This is an optimization exercise on Yosys and OpenROAD, whose aim is small area and a short achievable clock period, not a production implementation.
Where RTL was checked, it was by simulation tests only, not by an equivalence proof against the original.
For run 2, only the layout was checked, not whether the RTL still works.
No activity file was given, so power comes from the tool's default toggle rates.

==> flow/design.v (outline; a module is shown in full before it is edited, if it fits) <==
// module num_rpad: 10 lines
// module num_sneg: 8 lines
// module num_sabs: 8 lines
// module num_min: 9 lines
// module num_max: 9 lines
// module num_smin: 9 lines
// module num_smax: 9 lines
// module num_ssignbit: 8 lines
// module num_sadd: 17 lines
// module num_smul: 47 lines
// module smul_q31: 814 lines
// module sq_benc: 10 lines
// module sq_bpp: 10 lines
// module sq_fa: 10 lines
// module sq_ha: 9 lines
module smul_q31 (
    input  logic        clk,
    input  logic        reset,
    input  logic        go,
    input  logic [31:0] left,
    input  logic [31:0] right,
    output logic [31:0] out,
    output logic        done
);
  // ...
==> flow/flow/run.sh <==
#!/bin/bash
# The standard synthesis and layout, with two changes to how the layout
# is made:
#  - after synthesis, the Booth selector gates (a22oi) are set to their
#    smallest drive strength (the placement's repair steps resize them again
#    where timing needs it);
#  - the input and output ports are buffered with buf_2 cells rather than
#    the flow's default choice.
set -euo pipefail
bash standard.sh synth > synth.log 2>&1
R=orfs/results/sky130hd/smul_q31/base
cat > downsize.tcl <<TCL
read_db $R/1_synth.odb
set db [ord::get_db]
set m1 [\$db findMaster sky130_fd_sc_hd__a22oi_1]
set n 0
foreach inst [[ord::get_db_block] getInsts] {
  if {[[\$inst getMaster] getName] eq "sky130_fd_sc_hd__a22oi_2"} {
    \$inst swapMaster \$m1
    incr n
  }
}
puts "downsized \$n a22oi_2 to a22oi_1"
write_db $R/1_synth.odb
TCL
openroad -no_init -exit downsize.tcl > downsize.log 2>&1
export BUFFER_PORTS_ARGS="-buffer_cell sky130_fd_sc_hd__buf_2"
bash standard.sh > layout.log 2>&1
==> flow/standard.sh <==
#!/bin/bash
# synth_recipe.tcl (not shown) runs the flow's synth.tcl, then flattens the netlist and writes it again
# the make line also repeats each setting of config.mk as NAME=value (left out here)
make -C /OpenROAD-flow-scripts/flow DESIGN_CONFIG=/design/flow/config.mk WORK_HOME=/design/flow/orfs CLKGATE_MAP_FILE= SYNTH_SCRIPT=/design/flow/synth_recipe.tcl "${@:-finish}"
==> flow/config.mk <==
export PLATFORM = sky130hd
export DESIGN_NAME = smul_q31
export DESIGN_NICKNAME = smul_q31
export VERILOG_FILES = /design/flow/design.v
export SDC_FILE = /design/flow/constraint.sdc
export NUM_CORES = 4
export LEC_CHECK = 0
export CAP_MARGIN = 20
export CORE_MARGIN = 2
export CORE_UTILIZATION = 45
export SETUP_SLACK_MARGIN = 2.5
export SLEW_MARGIN = 20
export SYNTH_HIERARCHICAL = 1
export SYNTH_MINIMUM_KEEP_SIZE = 0
==> flow/constraint.sdc <==
create_clock -name core_clock -period 8.0 [get_ports {clk}]
set_input_delay 1.6000 -clock core_clock [delete_from_list [all_inputs] [get_ports {clk}]]
set_output_delay 1.6000 -clock core_clock [all_outputs]
set_load 0.01 [all_outputs]
==> impl_metrics.tcl, run 1 <==
set metrics [dict create \
    clkLatencyLatePin_ps 370 \
    status "timing/DRC/antenna clean" \
    top_layer "met4" \
    gr-max-usage-layer "met2" \
    final_util 0.535 \
    p_per_area_mw_per_mm2 526 \
    cts_resized 37 \
    clk_pin_slew_ps 60 \
    met3_usage 0.0912 \
    slew_viol_final 0 \
    route.met2.wl_mm 27.4 \
    critPathLaunchType "input port" \
    multiInputGateArea_mm2 0.0146 \
    comb_power_mw 8.01 \
    portBuffers 99 \
    totalWireLength_mm 60.8 \
    met1_length_mm 23.6 \
    num-multi-input-gates 1341 \
    rr_worst_depth 8 \
    pre_cts_ws_ps 1300 \
    combPwrFrac 0.821 \
    fin_cells 2078 \
    die_area_mm2 0.0369 \
    wl_per_cell_um 29.3 \
    nClkBuffers 12 \
    die_y_um 192 \
    n_all_buffers 162 \
    finalPower_mw 9.76 \
    cts_buffers 9 \
    dpl_cell_area_mm2 0.0173 \
    min_path_cells 1 \
    overflow 0 \
    yosys_warnings 7 \
    grt_max_degree 76 \
    antenna_cells 0 \
    cp.arrival_ps 5700 \
    power_leader "combinational logic" \
]
==> inputs of run 2 (changes only) <==
--- a/flow/design.v
+++ b/flow/design.v
@@ -139,170 +139,170 @@
     input  logic        go,
     input  logic [31:0] left,
     input  logic [31:0] right,
     output logic [31:0] out,
     output logic        done
 );
   logic d0, d1;               
   logic zero;                 
-  logic [41:0] sa, sb;        
+  logic [39:0] sa, sb;        
   logic sl;                   
   wire cyc1 = go & ~d0;       
   wire cyc2 = d0 & ~d1;       
   wire hold = ~go | d1;       
   wire kboth = cyc2 | hold;
   assign done = d1;
   wire [16:0] bs = ({17{cyc2}} & right[31:15]) | ({17{cyc1}} & {right[15:0], 1'b0});
-  wire [10:0] qlo = {1'b0, sa[9:0]} + {1'b0, sb[9:0]} + {10'd0, sl};
+  wire [8:0] qlo = {1'b0, sa[7:0]} + {1'b0, sb[7:0]} + {8'd0, sl};
   wire [47:0] ea, eb;
-  assign ea[0] = (cyc2 & sa[10]);
-  assign eb[0] = (cyc2 & sb[10]);
-  assign ea[1] = (cyc2 & sa[11]);
-  assign eb[1] = (cyc2 & sb[11]);
-  assign ea[2] = (cyc2 & sa[12]);
-  assign eb[2] = (cyc2 & sb[12]);
-  assign ea[3] = (cyc2 & sa[13]);
-  assign eb[3] = (cyc2 & sb[13]);
-  assign ea[4] = (cyc2 & sa[14]);
-  assign eb[4] = (cyc2 & sb[14]);
-  assign ea[5] = (cyc2 & sa[15]);
-  assign eb[5] = (cyc2 & sb[15]);
-  assign ea[6] = (cyc2 & sa[16]) | (hold & sa[0]);
-  assign eb[6] = (cyc2 & sb[16]) | (hold & sb[0]);
-  assign ea[7] = (cyc2 & sa[17]) | (hold & sa[1]);
-  assign eb[7] = (cyc2 & sb[17]) | (hold & sb[1]);
-  assign ea[8] = (cyc2 & sa[18]) | (hold & sa[2]);
-  assign eb[8] = (cyc2 & sb[18]) | (hold & sb[2]);
-  assign ea[9] = (cyc2 & sa[19]) | (hold & sa[3]);
-  assign eb[9] = (cyc2 & sb[19]) | (hold & sb[3]);
-  assign ea[10] = (cyc2 & sa[20]) | (hold & sa[4]);
-  assign eb[10] = (cyc2 & sb[20]) | (hold & sb[4]);
-  assign ea[11] = (cyc2 & sa[21]) | (hold & sa[5]);
-  assign eb[11] = (cyc2 & sb[21]) | (hold & sb[5]);
-  assign ea[12] = (cyc2 & sa[22]) | (hold & sa[6]);
-  assign eb[12] = (cyc2 & sb[22]) | (hold & sb[6]);
-  assign ea[13] = (cyc2 & sa[23]) | (hold & sa[7]);
-  assign eb[13] = (cyc2 & sb[23]) | (hold & sb[7]);
-  assign ea[14] = (cyc2 & sa[24]) | (hold & sa[8]);
-  assign eb[14] = (cyc2 & sb[24]) | (hold & sb[8]);
-  assign ea[15] = (cyc2 & sa[25]) | (hold & sa[9]);
-  assign eb[15] = (cyc2 & sb[25]) | (hold & sb[9]);
-  assign ea[16] = (cyc2 & sa[26]) | (hold & sa[10]);
-  assign eb[16] = (cyc2 & sb[26]) | (hold & sb[10]);
-  assign ea[17] = (cyc2 & sa[27]) | (hold & sa[11]);
-  assign eb[17] = (cyc2 & sb[27]) | (hold & sb[11]);
-  assign ea[18] = (cyc2 & sa[28]) | (hold & sa[12]);
-  assign eb[18] = (cyc2 & sb[28]) | (hold & sb[12]);
-  assign ea[19] = (cyc2 & sa[29]) | (hold & sa[13]);
-  assign eb[19] = (cyc2 & sb[29]) | (hold & sb[13]);
-  assign ea[20] = (cyc2 & sa[30]) | (hold & sa[14]);
-  assign eb[20] = (cyc2 & sb[30]) | (hold & sb[14]);
-  assign ea[21] = (cyc2 & sa[31]) | (hold & sa[15]);
-  assign eb[21] = (cyc2 & sb[31]) | (hold & sb[15]);
-  assign ea[22] = (cyc2 & sa[32]) | (hold & sa[16]);
-  assign eb[22] = (cyc2 & sb[32]) | (hold & sb[16]);
-  assign ea[23] = (cyc2 & sa[33]) | (hold & sa[17]);
-  assign eb[23] = (cyc2 & sb[33]) | (hold & sb[17]);
-  assign ea[24] = (cyc2 & sa[34]) | (hold & sa[18]);
-  assign eb[24] = (cyc2 & sb[34]) | (hold & sb[18]);
-  assign ea[25] = (cyc2 & sa[35]) | (hold & sa[19]);
-  assign eb[25] = (cyc2 & sb[35]) | (hold & sb[19]);
-  assign ea[26] = (cyc2 & sa[36]) | (hold & sa[20]);
-  assign eb[26] = (cyc2 & sb[36]) | (hold & sb[20]);
-  assign ea[27] = (cyc2 & sa[37]) | (hold & sa[21]);
-  assign eb[27] = (cyc2 & sb[37]) | (hold & sb[21]);
-  assign ea[28] = (cyc2 & sa[38]) | (hold & sa[22]);
-  assign eb[28] = (cyc2 & sb[38]) | (hold & sb[22]);
-  assign ea[29] = (cyc2 & sa[39]) | (hold & sa[23]);
-  assign eb[29] = (cyc2 & sb[39]) | (hold & sb[23]);
-  assign ea[30] = (cyc2 & sa[40]) | (hold & sa[24]);
-  assign eb[30] = (cyc2 & sb[40]) | (hold & sb[24]);
-  assign ea[31] = (cyc2 & sa[41]) | (hold & sa[25]);
-  assign eb[31] = (cyc2 & sb[41]) | (hold & sb[25]);
-  assign ea[32] = (hold & sa[26]);
-  assign eb[32] = (hold & sb[26]);
-  assign ea[33] = (hold & sa[27]);
-  assign eb[33] = (hold & sb[27]);
-  assign ea[34] = (hold & sa[28]);
-  assign eb[34] = (hold & sb[28]);
-  assign ea[35] = (hold & sa[29]);
-  assign eb[35] = (hold & sb[29]);
-  assign ea[36] = (hold & sa[30]);
-  assign eb[36] = (hold & sb[30]);
-  assign ea[37] = (hold & sa[31]);
-  assign eb[37] = (hold & sb[31]);
-  assign ea[38] = (hold & sa[32]);
-  assign eb[38] = (hold & sb[32]);
-  assign ea[39] = (hold & sa[33]);
-  assign eb[39] = (hold & sb[33]);
-  assign ea[40] = (hold & sa[34]);
-  assign eb[40] = (hold & sb[34]);
-  assign ea[41] = (hold & sa[35]);
-  assign eb[41] = (hold & sb[35]);
-  assign ea[42] = (hold & sa[36]);
-  assign eb[42] = (hold & sb[36]);
-  assign ea[43] = (hold & sa[37]);
-  assign eb[43] = (hold & sb[37]);
-  assign ea[44] = (hold & sa[38]);
-  assign eb[44] = (hold & sb[38]);
-  assign ea[45] = (hold & sa[39]);
-  assign eb[45] = (hold & sb[39]);
-  assign ea[46] = (hold & sa[40]);
-  assign eb[46] = (hold & sb[40]);
-  assign ea[47] = (hold & sa[41]);
-  assign eb[47] = (hold & sb[41]);
-  wire ec = cyc2 & qlo[10];
+  assign ea[0] = (cyc2 & sa[8]);
+  assign eb[0] = (cyc2 & sb[8]);
+  assign ea[1] = (cyc2 & sa[9]);
+  assign eb[1] = (cyc2 & sb[9]);
+  assign ea[2] = (cyc2 & sa[10]);
+  assign eb[2] = (cyc2 & sb[10]);
+  assign ea[3] = (cyc2 & sa[11]);
+  assign eb[3] = (cyc2 & sb[11]);
+  assign ea[4] = (cyc2 & sa[12]);
+  assign eb[4] = (cyc2 & sb[12]);
+  assign ea[5] = (cyc2 & sa[13]);
+  assign eb[5] = (cyc2 & sb[13]);
+  assign ea[6] = (cyc2 & sa[14]);
+  assign eb[6] = (cyc2 & sb[14]);
+  assign ea[7] = (cyc2 & sa[15]);
+  assign eb[7] = (cyc2 & sb[15]);
+  assign ea[8] = (cyc2 & sa[16]) | (hold & sa[0]);
+  assign eb[8] = (cyc2 & sb[16]) | (hold & sb[0]);
+  assign ea[9] = (cyc2 & sa[17]) | (hold & sa[1]);
+  assign eb[9] = (cyc2 & sb[17]) | (hold & sb[1]);
+  assign ea[10] = (cyc2 & sa[18]) | (hold & sa[2]);
+  assign eb[10] = (cyc2 & sb[18]) | (hold & sb[2]);
+  assign ea[11] = (cyc2 & sa[19]) | (hold & sa[3]);
+  assign eb[11] = (cyc2 & sb[19]) | (hold & sb[3]);
+  assign ea[12] = (cyc2 & sa[20]) | (hold & sa[4]);
+  assign eb[12] = (cyc2 & sb[20]) | (hold & sb[4]);
+  assign ea[13] = (cyc2 & sa[21]) | (hold & sa[5]);
+  assign eb[13] = (cyc2 & sb[21]) | (hold & sb[5]);
+  assign ea[14] = (cyc2 & sa[22]) | (hold & sa[6]);
+  assign eb[14] = (cyc2 & sb[22]) | (hold & sb[6]);
+  assign ea[15] = (cyc2 & sa[23]) | (hold & sa[7]);
+  assign eb[15] = (cyc2 & sb[23]) | (hold & sb[7]);
+  assign ea[16] = (cyc2 & sa[24]) | (hold & sa[8]);
+  assign eb[16] = (cyc2 & sb[24]) | (hold & sb[8]);
+  assign ea[17] = (cyc2 & sa[25]) | (hold & sa[9]);
+  assign eb[17] = (cyc2 & sb[25]) | (hold & sb[9]);
+  assign ea[18] = (cyc2 & sa[26]) | (hold & sa[10]);
+  assign eb[18] = (cyc2 & sb[26]) | (hold & sb[10]);
+  assign ea[19] = (cyc2 & sa[27]) | (hold & sa[11]);
+  assign eb[19] = (cyc2 & sb[27]) | (hold & sb[11]);
+  assign ea[20] = (cyc2 & sa[28]) | (hold & sa[12]);
+  assign eb[20] = (cyc2 & sb[28]) | (hold & sb[12]);
+  assign ea[21] = (cyc2 & sa[29]) | (hold & sa[13]);
+  assign eb[21] = (cyc2 & sb[29]) | (hold & sb[13]);
+  assign ea[22] = (cyc2 & sa[30]) | (hold & sa[14]);
+  assign eb[22] = (cyc2 & sb[30]) | (hold & sb[14]);
+  assign ea[23] = (cyc2 & sa[31]) | (hold & sa[15]);
+  assign eb[23] = (cyc2 & sb[31]) | (hold & sb[15]);
+  assign ea[24] = (cyc2 & sa[32]) | (hold & sa[16]);
+  assign eb[24] = (cyc2 & sb[32]) | (hold & sb[16]);
+  assign ea[25] = (cyc2 & sa[33]) | (hold & sa[17]);
+  assign eb[25] = (cyc2 & sb[33]) | (hold & sb[17]);
+  assign ea[26] = (cyc2 & sa[34]) | (hold & sa[18]);
+  assign eb[26] = (cyc2 & sb[34]) | (hold & sb[18]);
+  assign ea[27] = (cyc2 & sa[35]) | (hold & sa[19]);
+  assign eb[27] = (cyc2 & sb[35]) | (hold & sb[19]);
+  assign ea[28] = (cyc2 & sa[36]) | (hold & sa[20]);
+  assign eb[28] = (cyc2 & sb[36]) | (hold & sb[20]);
+  assign ea[29] = (cyc2 & sa[37]) | (hold & sa[21]);
+  assign eb[29] = (cyc2 & sb[37]) | (hold & sb[21]);
+  assign ea[30] = (cyc2 & sa[38]) | (hold & sa[22]);
+  assign eb[30] = (cyc2 & sb[38]) | (hold & sb[22]);
+  assign ea[31] = (cyc2 & sa[39]) | (hold & sa[23]);
+  assign eb[31] = (cyc2 & sb[39]) | (hold & sb[23]);
+  assign ea[32] = (hold & sa[24]);
+  assign eb[32] = (hold & sb[24]);
+  assign ea[33] = (hold & sa[25]);
+  assign eb[33] = (hold & sb[25]);
+  assign ea[34] = (hold & sa[26]);
+  assign eb[34] = (hold & sb[26]);
+  assign ea[35] = (hold & sa[27]);
+  assign eb[35] = (hold & sb[27]);
+  assign ea[36] = (hold & sa[28]);
+  assign eb[36] = (hold & sb[28]);
+  assign ea[37] = (hold & sa[29]);
+  assign eb[37] = (hold & sb[29]);
+  assign ea[38] = (hold & sa[30]);
+  assign eb[38] = (hold & sb[30]);
+  assign ea[39] = (hold & sa[31]);
+  assign eb[39] = (hold & sb[31]);
+  assign ea[40] = (hold & sa[32]);
+  assign eb[40] = (hold & sb[32]);
+  assign ea[41] = (hold & sa[33]);
+  assign eb[41] = (hold & sb[33]);
+  assign ea[42] = (hold & sa[34]);
+  assign eb[42] = (hold & sb[34]);
+  assign ea[43] = (hold & sa[35]);
+  assign eb[43] = (hold & sb[35]);
+  assign ea[44] = (hold & sa[36]);
+  assign eb[44] = (hold & sb[36]);
+  assign ea[45] = (hold & sa[37]);
+  assign eb[45] = (hold & sb[37]);
+  assign ea[46] = (hold & sa[38]);
+  assign eb[46] = (hold & sb[38]);
+  assign ea[47] = (hold & sa[39]);
+  assign eb[47] = (hold & sb[39]);
+  wire ec = cyc2 & qlo[8];
   wire eh = hold & sl;
-  wire neg0, one0, two0;
-  sq_benc e0 (.b(bs[2:0]), .neg(neg0), .one(one0), .two(two0));
-  wire neg1, one1, two1;
-  sq_benc e1 (.b(bs[4:2]), .neg(neg1), .one(one1), .two(two1));
-  wire neg2, one2, two2;
-  sq_benc e2 (.b(bs[6:4]), .neg(neg2), .one(one2), .two(two2));
-  wire neg3, one3, two3;
-  sq_benc e3 (.b(bs[8:6]), .neg(neg3), .one(one3), .two(two3));
-  wire neg4, one4, two4;
-  sq_benc e4 (.b(bs[10:8]), .neg(neg4), .one(one4), .two(two4));
-  wire neg5, one5, two5;
-  sq_benc e5 (.b(bs[12:10]), .neg(neg5), .one(one5), .two(two5));
-  wire neg6, one6, two6;
-  sq_benc e6 (.b(bs[14:12]), .neg(neg6), .one(one6), .two(two6));
-  wire neg7, one7, two7;
-  sq_benc e7 (.b(bs[16:14]), .neg(neg7), .one(one7), .two(two7));
+  wire [1:0] neg0, one0, two0;
+  sq_benc e0[1:0] (.b(bs[2:0]), .neg(neg0), .one(one0), .two(two0));
+  wire [1:0] neg1, one1, two1;
+  sq_benc e1[1:0] (.b(bs[4:2]), .neg(neg1), .one(one1), .two(two1));
+  wire [1:0] neg2, one2, two2;
+  sq_benc e2[1:0] (.b(bs[6:4]), .neg(neg2), .one(one2), .two(two2));
+  wire [1:0] neg3, one3, two3;
+  sq_benc e3[1:0] (.b(bs[8:6]), .neg(neg3), .one(one3), .two(two3));
+  wire [1:0] neg4, one4, two4;
+  sq_benc e4[1:0] (.b(bs[10:8]), .neg(neg4), .one(one4), .two(two4));
+  wire [1:0] neg5, one5, two5;
+  sq_benc e5[1:0] (.b(bs[12:10]), .neg(neg5), .one(one5), .two(two5));
+  wire [1:0] neg6, one6, two6;
+  sq_benc e6[1:0] (.b(bs[14:12]), .neg(neg6), .one(one6), .two(two6));
+  wire [1:0] neg7, one7, two7;
+  sq_benc e7[1:0] (.b(bs[16:14]), .neg(neg7), .one(one7), .two(two7));
   wire [32:0] pp0, q0;
-  sq_bpp b0[32:0] (.x0({left[31], left}), .x1({left, 1'b0}), .neg(neg0), .one(one0), .two(two0), .p(q0));
+  sq_bpp b0[32:0] (.x0({left[31], left}), .x1({left, 1'b0}), .neg({{17{neg0[1]}}, {16{neg0[0]}}}), .one({{17{one0[1]}}, {16{one0[0]}}}), .two({{17{two0[1]}}, {16{two0[0]}}}), .p(q0));
   assign pp0 = {~q0[32], q0[31:0]};
   wire [32:0] pp1, q1;
-  sq_bpp b1[32:0] (.x0({left[31], left}), .x1({left, 1'b0}), .neg(neg1), .one(one1), .two(two1), .p(q1));
+  sq_bpp b1[32:0] (.x0({left[31], left}), .x1({left, 1'b0}), .neg({{17{neg1[1]}}, {16{neg1[0]}}}), .one({{17{one1[1]}}, {16{one1[0]}}}), .two({{17{two1[1]}}, {16{two1[0]}}}), .p(q1));
   assign pp1 = {~q1[32], q1[31:0]};
   wire [32:0] pp2, q2;
-  sq_bpp b2[32:0] (.x0({left[31], left}), .x1({left, 1'b0}), .neg(neg2), .one(one2), .two(two2), .p(q2));
+  sq_bpp b2[32:0] (.x0({left[31], left}), .x1({left, 1'b0}), .neg({{17{neg2[1]}}, {16{neg2[0]}}}), .one({{17{one2[1]}}, {16{one2[0]}}}), .two({{17{two2[1]}}, {16{two2[0]}}}), .p(q2));
   assign pp2 = {~q2[32], q2[31:0]};
   wire [32:0] pp3, q3;
-  sq_bpp b3[32:0] (.x0({left[31], left}), .x1({left, 1'b0}), .neg(neg3), .one(one3), .two(two3), .p(q3));
+  sq_bpp b3[32:0] (.x0({left[31], left}), .x1({left, 1'b0}), .neg({{17{neg3[1]}}, {16{neg3[0]}}}), .one({{17{one3[1]}}, {16{one3[0]}}}), .two({{17{two3[1]}}, {16{two3[0]}}}), .p(q3));
   assign pp3 = {~q3[32], q3[31:0]};
   wire [32:0] pp4, q4;
-  sq_bpp b4[32:0] (.x0({left[31], left}), .x1({left, 1'b0}), .neg(neg4), .one(one4), .two(two4), .p(q4));
+  sq_bpp b4[32:0] (.x0({left[31], left}), .x1({left, 1'b0}), .neg({{17{neg4[1]}}, {16{neg4[0]}}}), .one({{17{one4[1]}}, {16{one4[0]}}}), .two({{17{two4[1]}}, {16{two4[0]}}}), .p(q4));
   assign pp4 = {~q4[32], q4[31:0]};
   wire [32:0] pp5, q5;
-  sq_bpp b5[32:0] (.x0({left[31], left}), .x1({left, 1'b0}), .neg(neg5), .one(one5), .two(two5), .p(q5));
+  sq_bpp b5[32:0] (.x0({left[31], left}), .x1({left, 1'b0}), .neg({{17{neg5[1]}}, {16{neg5[0]}}}), .one({{17{one5[1]}}, {16{one5[0]}}}), .two({{17{two5[1]}}, {16{two5[0]}}}), .p(q5));
   assign pp5 = {~q5[32], q5[31:0]};
   wire [32:0] pp6, q6;
-  sq_bpp b6[32:0] (.x0({left[31], left}), .x1({left, 1'b0}), .neg(neg6), .one(one6), .two(two6), .p(q6));
+  sq_bpp b6[32:0] (.x0({left[31], left}), .x1({left, 1'b0}), .neg({{17{neg6[1]}}, {16{neg6[0]}}}), .one({{17{one6[1]}}, {16{one6[0]}}}), .two({{17{two6[1]}}, {16{two6[0]}}}), .p(q6));
   assign pp6 = {~q6[32], q6[31:0]};
   wire [32:0] pp7, q7;
-  sq_bpp b7[32:0] (.x0({left[31], left}), .x1({left, 1'b0}), .neg(neg7), .one(one7), .two(two7), .p(q7));
+  sq_bpp b7[32:0] (.x0({left[31], left}), .x1({left, 1'b0}), .neg({{17{neg7[1]}}, {16{neg7[0]}}}), .one({{17{one7[1]}}, {16{one7[0]}}}), .two({{17{two7[1]}}, {16{two7[0]}}}), .p(q7));
   assign pp7 = {~q7[32], q7[31:0]};
   wire s1, c2;
   sq_ha h2 (.a(ea[12]), .b(eb[12]), .s(s1), .co(c2));
   wire s3, c4;
   sq_ha h4 (.a(ea[13]), .b(eb[13]), .s(s3), .co(c4));
   wire s5, c6;
-  sq_fa f6 (.a(ea[14]), .b(eb[14]), .c(neg7), .s(s5), .co(c6));
+  sq_fa f6 (.a(ea[14]), .b(eb[14]), .c(neg7[0]), .s(s5), .co(c6));
   wire s7, c8;
   sq_ha h8 (.a(pp0[14]), .b(pp1[12]), .s(s7), .co(c8));
   wire s9, c10;
   sq_fa f10 (.a(ea[15]), .b(eb[15]), .c(pp0[15]), .s(s9), .co(c10));
   wire s11, c12;
   sq_ha h12 (.a(pp1[13]), .b(pp2[11]), .s(s11), .co(c12));
   wire s13, c14;
   sq_fa f14 (.a(cyc2), .b(ea[16]), .c(eb[16]), .s(s13), .co(c14));
@@ -376,41 +376,41 @@
   sq_fa f82 (.a(kboth), .b(ea[33]), .c(eb[33]), .s(s81), .co(c82));
   wire s83, c84;
   sq_ha h84 (.a(pp1[31]), .b(pp2[29]), .s(s83), .co(c84));
   wire s85, c86;
   sq_fa f86 (.a(ea[34]), .b(eb[34]), .c(pp1[32]), .s(s85), .co(c86));
   wire s87, c88;
   sq_ha h88 (.a(kboth), .b(ea[35]), .s(s87), .co(c88));
   wire s89, c90;
-  sq_fa f90 (.a(ea[6]), .b(eb[6]), .c(eh), .s(s89), .co(c90));
+  sq_ha h90 (.a(ea[6]), .b(eb[6]), .s(s89), .co(c90));
   wire s91, c92;
   sq_ha h92 (.a(ea[7]), .b(eb[7]), .s(s91), .co(c92));
   wire s93, c94;
-  sq_fa f94 (.a(ea[8]), .b(eb[8]), .c(neg4), .s(s93), .co(c94));
+  sq_fa f94 (.a(ea[8]), .b(eb[8]), .c(eh), .s(s93), .co(c94));
   wire s95, c96;
-  sq_ha h96 (.a(pp0[8]), .b(pp1[6]), .s(s95), .co(c96));
+  sq_fa f96 (.a(neg4[0]), .b(pp0[8]), .c(pp1[6]), .s(s95), .co(c96));
   wire s97, c98;
   sq_fa f98 (.a(ea[9]), .b(eb[9]), .c(pp0[9]), .s(s97), .co(c98));
   wire s99, c100;
   sq_ha h100 (.a(pp1[7]), .b(pp2[5]), .s(s99), .co(c100));
   wire s101, c102;
-  sq_fa f102 (.a(ea[10]), .b(eb[10]), .c(neg5), .s(s101), .co(c102));
+  sq_fa f102 (.a(ea[10]), .b(eb[10]), .c(neg5[0]), .s(s101), .co(c102));
   wire s103, c104;
   sq_fa f104 (.a(pp0[10]), .b(pp1[8]), .c(pp2[6]), .s(s103), .co(c104));
   wire s105, c106;
   sq_ha h106 (.a(pp3[4]), .b(pp4[2]), .s(s105), .co(c106));
   wire s107, c108;
   sq_fa f108 (.a(ea[11]), .b(eb[11]), .c(pp0[11]), .s(s107), .co(c108));
   wire s109, c110;
   sq_fa f110 (.a(pp1[9]), .b(pp2[7]), .c(pp3[5]), .s(s109), .co(c110));
   wire s111, c112;
   sq_ha h112 (.a(pp4[3]), .b(pp5[1]), .s(s111), .co(c112));
   wire s113, c114;
-  sq_fa f114 (.a(s1), .b(neg6), .c(pp0[12]), .s(s113), .co(c114));
+  sq_fa f114 (.a(s1), .b(neg6[0]), .c(pp0[12]), .s(s113), .co(c114));
   wire s115, c116;
   sq_fa f116 (.a(pp1[10]), .b(pp2[8]), .c(pp3[6]), .s(s115), .co(c116));
   wire s117, c118;
   sq_fa f118 (.a(pp4[4]), .b(pp5[2]), .c(pp6[0]), .s(s117), .co(c118));
   wire s119, c120;
   sq_fa f120 (.a(c2), .b(s3), .c(pp0[13]), .s(s119), .co(c120));
   wire s121, c122;
   sq_fa f122 (.a(pp1[11]), .b(pp2[9]), .c(pp3[7]), .s(s121), .co(c122));
@@ -574,39 +574,39 @@
   sq_ha h280 (.a(kboth), .b(ea[41]), .s(s279), .co(c280));
   wire s281, c282;
   sq_ha h282 (.a(ea[0]), .b(eb[0]), .s(s281), .co(c282));
   wire s283, c284;
   sq_ha h284 (.a(ea[2]), .b(eb[2]), .s(s283), .co(c284));
   wire s285, c286;
   sq_ha h286 (.a(ea[3]), .b(eb[3]), .s(s285), .co(c286));
   wire s287, c288;
-  sq_fa f288 (.a(ea[4]), .b(eb[4]), .c(neg2), .s(s287), .co(c288));
+  sq_fa f288 (.a(ea[4]), .b(eb[4]), .c(neg2[0]), .s(s287), .co(c288));
   wire s289, c290;
   sq_ha h290 (.a(pp0[4]), .b(pp1[2]), .s(s289), .co(c290));
   wire s291, c292;
   sq_fa f292 (.a(ea[5]), .b(eb[5]), .c(pp0[5]), .s(s291), .co(c292));
   wire s293, c294;
   sq_ha h294 (.a(pp1[3]), .b(pp2[1]), .s(s293), .co(c294));
   wire s295, c296;
-  sq_fa f296 (.a(s89), .b(neg3), .c(pp0[6]), .s(s295), .co(c296));
+  sq_fa f296 (.a(s89), .b(neg3[0]), .c(pp0[6]), .s(s295), .co(c296));
   wire s297, c298;
   sq_fa f298 (.a(pp1[4]), .b(pp2[2]), .c(pp3[0]), .s(s297), .co(c298));
   wire s299, c300;
-  sq_fa f300 (.a(s91), .b(c90), .c(pp0[7]), .s(s299), .co(c300));
+  sq_fa f300 (.a(c90), .b(s91), .c(pp0[7]), .s(s299), .co(c300));
   wire s301, c302;
   sq_fa f302 (.a(pp1[5]), .b(pp2[3]), .c(pp3[1]), .s(s301), .co(c302));
   wire s303, c304;
-  sq_fa f304 (.a(c92), .b(pp2[4]), .c(pp3[2]), .s(s303), .co(c304));
+  sq_fa f304 (.a(c92), .b(s93), .c(pp2[4]), .s(s303), .co(c304));
   wire s305, c306;
-  sq_fa f306 (.a(pp4[0]), .b(s93), .c(s95), .s(s305), .co(c306));
+  sq_fa f306 (.a(pp3[2]), .b(pp4[0]), .c(s95), .s(s305), .co(c306));
   wire s307, c308;
-  sq_fa f308 (.a(pp3[3]), .b(pp4[1]), .c(c94), .s(s307), .co(c308));
+  sq_fa f308 (.a(c94), .b(pp3[3]), .c(pp4[1]), .s(s307), .co(c308));
   wire s309, c310;
-  sq_fa f310 (.a(c96), .b(s99), .c(s97), .s(s309), .co(c310));
+  sq_fa f310 (.a(s99), .b(c96), .c(s97), .s(s309), .co(c310));
   wire s311, c312;
   sq_fa f312 (.a(pp5[0]), .b(s101), .c(c100), .s(s311), .co(c312));
   wire s313, c314;
   sq_fa f314 (.a(s105), .b(c98), .c(s103), .s(s313), .co(c314));
   wire s315, c316;
   sq_fa f316 (.a(c102), .b(c106), .c(s111), .s(s315), .co(c316));
   wire s317, c318;
   sq_fa f318 (.a(c104), .b(s107), .c(s109), .s(s317), .co(c318));
@@ -742,17 +742,17 @@
   sq_fa f448 (.a(ea[44]), .b(eb[44]), .c(pp6[32]), .s(s447), .co(c448));
   wire s449, c450;
   sq_ha h450 (.a(kboth), .b(ea[45]), .s(s449), .co(c450));
   wire s451, c452;
   sq_ha h452 (.a(ec), .b(s281), .s(s451), .co(c452));
   wire s453, c454;
   sq_fa f454 (.a(ea[1]), .b(eb[1]), .c(c282), .s(s453), .co(c454));
   wire s455, c456;
-  sq_fa f456 (.a(s283), .b(neg1), .c(pp0[2]), .s(s455), .co(c456));
+  sq_fa f456 (.a(s283), .b(neg1[0]), .c(pp0[2]), .s(s455), .co(c456));
   wire s457, c458;
   sq_fa f458 (.a(c284), .b(s285), .c(pp0[3]), .s(s457), .co(c458));
   wire s459, c460;
   sq_fa f460 (.a(c286), .b(pp2[0]), .c(s287), .s(s459), .co(c460));
   wire s461, c462;
   sq_fa f462 (.a(c288), .b(c290), .c(s293), .s(s461), .co(c462));
   wire s463, c464;
   sq_fa f464 (.a(c294), .b(c292), .c(s295), .s(s463), .co(c464));
@@ -832,33 +832,33 @@
   sq_fa f538 (.a(s443), .b(c440), .c(s445), .s(s537), .co(c538));
   wire s539, c540;
   sq_fa f540 (.a(c444), .b(pp7[30]), .c(c446), .s(s539), .co(c540));
   wire s541, c542;
   sq_fa f542 (.a(eb[45]), .b(s449), .c(pp7[31]), .s(s541), .co(c542));
   wire s543, c544;
   sq_fa f544 (.a(ea[46]), .b(eb[46]), .c(c450), .s(s543), .co(c544));
   wire s545, c546;
-  sq_ha h546 (.a(neg0), .b(s451), .s(s545), .co(c546));
+  sq_ha h546 (.a(neg0[0]), .b(s451), .s(s545), .co(c546));
   wire s547, c548;
   sq_fa f548 (.a(c452), .b(s453), .c(pp0[1]), .s(s547), .co(c548));
   wire s549, c550;
   sq_fa f550 (.a(c454), .b(pp1[0]), .c(s455), .s(s549), .co(c550));
   wire s551, c552;
   sq_fa f552 (.a(pp1[1]), .b(c456), .c(s457), .s(s551), .co(c552));
   wire s553, c554;
   sq_fa f554 (.a(s289), .b(c458), .c(s459), .s(s553), .co(c554));
   wire s555, c556;
   sq_fa f556 (.a(s291), .b(c460), .c(s461), .s(s555), .co(c556));
   wire s557, c558;
   sq_fa f558 (.a(s297), .b(c462), .c(s463), .s(s557), .co(c558));
   wire s559, c560;
   sq_fa f560 (.a(s301), .b(c464), .c(s465), .s(s559), .co(c560));
   wire s561, c562;
-  sq_fa f562 (.a(s305), .b(c466), .c(s467), .s(s561), .co(c562));
+  sq_fa f562 (.a(c466), .b(s305), .c(s467), .s(s561), .co(c562));
   wire s563, c564;
   sq_fa f564 (.a(c468), .b(s309), .c(s469), .s(s563), .co(c564));
   wire s565, c566;
   sq_fa f566 (.a(s313), .b(c470), .c(s471), .s(s565), .co(c566));
   wire s567, c568;
   sq_fa f568 (.a(s317), .b(c472), .c(s473), .s(s567), .co(c568));
   wire s569, c570;
   sq_fa f570 (.a(s321), .b(c474), .c(s475), .s(s569), .co(c570));
@@ -929,28 +929,28 @@
   wire s635, c636;
   sq_fa f636 (.a(c448), .b(s541), .c(c540), .s(s635), .co(c636));
   wire s637, c638;
   sq_fa f638 (.a(s543), .b(pp7[32]), .c(c542), .s(s637), .co(c638));
   wire s639, c640;
   sq_fa f640 (.a(ea[47]), .b(eb[47]), .c(c544), .s(s639), .co(c640));
   wire [47:0] v1 = {s639, s637, c634, s633, s631, s629, c626, s625, c622, s621, c618, c616, c614, c612, c610, c608, c606, c604, c602, c600, c598, c596, c594, c592, c590, c588, c586, c584, c582, c580, c578, c576, c574, c572, c570, c568, c566, c564, c562, c560, c558, c556, c554, c552, c550, c548, c546, pp0[0]};
   wire [47:0] v2 = {c638, c636, s635, c632, c630, c628, s627, c624, s623, c620, s619, s617, s615, s613, s611, s609, s607, s605, s603, s601, s599, s597, s595, s593, s591, s589, s587, s585, s583, s581, s579, s577, s575, s573, s571, s569, s567, s565, s563, s561, s559, s557, s555, s553, s551, s549, s547, s545};
-  wire [6:0] vlo = {1'b0, v1[5:0]} + {1'b0, v2[5:0]};
+  wire [8:0] vlo = {1'b0, v1[7:0]} + {1'b0, v2[7:0]};
   always_ff @(posedge clk) begin
     d0 <= go;
     d1 <= go & d0;
-    sa <= v1[47:6];
-    sb <= v2[47:6];
-    sl <= vlo[6];
+    sa <= v1[47:8];
+    sb <= v2[47:8];
+    sl <= vlo[8];
     if (reset) zero <= 1'b1;
     else if (cyc2) zero <= 1'b0;
   end
-  wire [40:0] res = sa[40:0] + sb[40:0] + {40'd0, sl};
-  assign out = zero ? 32'd0 : res[40:9];
+  wire [38:0] res = sa[38:0] + sb[38:0] + {38'd0, sl};
+  assign out = zero ? 32'd0 : res[38:7];
 endmodule
 module sq_benc (
     input  logic [2:0] b,
     output logic       neg,
     output logic       one,
     output logic       two
 );
   assign neg = b[2];
==> run 2 against run 1 <==
Synthesized cell count increased by 3.5%. Design area increased by 2.7%. Global-route usage decreased by 3.9 points. Clock-buffer cell count decreased by 2. Clock power increased by about 10%. Utilization increased by 0.13 points. Cell count increased by 3.1%. Sequential power decreased by 8%. Clock skew decreased by 6.0 ps. Wire length decreased by 6.7%. Die area increased by 2.3%.
==> impl_metrics.tcl, run 2 <==
set metrics [dict create \
    hold_class "flip-flop to flip-flop" \
    layout.cells.most_common "fa_1" \
    status "timing/DRC/antenna clean" \
    top_regs "sa: 40 flops, sb: 40 flops" \
    cp-end-kind "flip-flop" \
    die_y_um 194 \
    cp-startpoint "go" \
    slew_viol_final 0 \
    tns_ps 0 \
    cts_tree "yes" \
    core-area_mm2 0.0356 \
    critPathLaunchType "input port" \
    initial_core_util 0.458 \
    grt_pass1_wl_mm 85.4 \
    worstSetupPathType "input port to flip-flop" \
    hold_viol_final 0 \
    ios 100 \
    finalPower_mw 10.1 \
    rsz0062_at_grt "yes" \
    antenna_found_initial 1 \
    drt_iter0_markers 1718 \
    clock_path_buffers 2 \
    fillers 3246 \
    dpl.hpwl_mm 41.0 \
    crit_fanout 13 \
    ant_nets 0 \
    layout_common_cells "fa_1 (288), xnor2_1 (276), a22oi_1 (261), buf_2 (99), dfxtp_1 (84)" \
    regArea_mm2 0.00168 \
    cts_num_sinks 84 \
    reg2reg_slack_ps 2860 \
    cts_buffers 9 \
    grtUsageTotal 0.298 \
    placed_cells 2051 \
    overflow 0 \
    num_rows 69 \
    netlist_area_mm2 0.0163 \
    antenna_cells 0 \
    pre_cts_ws_ps 1600 \
    yosys_warnings 7 \
    die_area_mm2 0.0377 \
    p_per_area_mw_per_mm2 529 \
    max-vdd-ir-drop_v 0.000262 \
    setup_slack_ps 2540 \
    cp.arrival_ps 5690 \
    drtPass1Iterations 6 \
    leakagePower_nw 7.34 \
    portBuffers 99 \
    worst_pin_slew_ps 888 \
    remaining_drc_errors 0 \
    h-tree-depth 3 \
    clock-root-buffer "clkbuf_16" \
    fin_skew_ps 9.99 \
    clkLatencyLatePin_ps 350 \
    crit-reg2reg-launch "d0" \
    synth_area_per_cell_um2 10.7 \
    totalWireLength_mm 56.7 \
    fp.dieW_um 194 \
    grt_pass1_vias 13600 \
    final_util 0.536 \
    layout_min_cycle_time_ps 5460 \
    clk_pin_slew_ps 70 \
    place.gp.congestion 0.925 \
    finalSetupViolCount 0 \
    timing.fmax_ghz 0.183 \
    vias 13600 \
    fin_crit_sh 0.683 \
    slew-limit-headroom 0.407 \
    drv_cap 0 \
    syn_inst 1521 \
    min_from "zero" \
    drive_gt1_frac 0.165 \
    area_growth_pct 17.0 \
    fin_cells 2143 \
    critPathRequiredTime_ps 8220 \
    multiInputGateArea_mm2 0.0149 \
    final_net_count 2109 \
    wl_per_cell_um 26.5 \
    viasPerCell 6.34 \
    grt_max_degree 76 \
]
run 2: metal layers:
metal  global-route usage  wire length, um  vias up
li1                     -                -     5848
met1                0.429            23600     6921
met2                0.476            26700      713
met3               0.0339             4670      106
met4               0.0808             1830        0
met5                    0                0        -
run 2: final timing paths:
check / end / cells past startpoint
max: sb[20] / 15
min: zero / 2
max reg2reg: sb[17] / 12
min reg2reg: zero / 2
run 2: layout make-up:
| cell class | count | share of cell area |
|---|---|---|
| timing repair buffer | 185 | 0.0810 |
| multi-input combinational | 1384 | 0.780 |
| inverter | 13 | 0.00256 |
| sequential | 84 | 0.0882 |
| clock buffer | 10 | 0.0125 |
| clock inverter | 6 | 0.00499 |
| tap | 461 | 0.0303 |
run 2: per-stage QoR:
step / hold WS [ps] / instance area (um^2)
floorplan: 460 / 16500
global placement: 459 / 17400
detailed placement: 471 / 17400
CTS: 482 / 18500
global route: 512 / 19100
finish: 478 / 19100
run 2: where the power goes:
part	total, mW	internal [mW]	switching, mW
clock network	0.480	0.286	0.195
logic	8.40	3.84	4.56
registers	1.20	0.857	0.347
total	10.1	4.98	5.10
run 2: what timing repair did:
| item | 4_1_cts | 5_1_grt |
|---|---|---|
| setup buffers | 30 | 39 |
| endpoints found under the setup margin | 65 | 60 |
| gates resized for setup | 44 | 21 |
| pin swaps | 15 | 18 |
| cloned | 5 | 2 |
| hold buffers | 0 | 0 |
run 2: worst max-delay path, stage by stage:
cell     delay [ps]
buf_2           120
nor2b_4         140
buf_8           160
a22o_4          270
buf_12          140
buf_4           140
xor2_4          180
buf_12          160
a22oi_1         230
xnor2_1         150
fa_1            580
fa_2            460
fa_1            390
fa_1            510
fa_1            420

==> afterwards: timing with drivers on the ports <==
The results above use ideal ports. As a check the final layouts listed here were re-extracted and re-timed, cells and wires unchanged.
Step 1 sets driving cells, clkbuf_16 on the clock port and buf_2 on the other inputs (assumed; they add their load-dependent delay and slew).
Step 2 moves the port delays by t, midway between the first and last clock arrival at a register: inputs arrive t later, outputs are due t later. That takes back most of the time a late clock gives input paths.
Slacks: ideal ports / drivers / drivers and shift; pairs: ideal ports / drivers.
run	t, ns	setup slack, ns	slew at the worst register clock pin (ns)
run 1	0.413	2.538 / 2.572 / 2.159	0.08 / 0.08
run 2	0.384	2.536 / 2.556 / 2.172	0.07 / 0.07
After both steps every run listed still meets setup and hold. For run 1, which loses most, drivers alone change the setup slack by +0.034 ns; drivers and shift together by -0.379 ns.
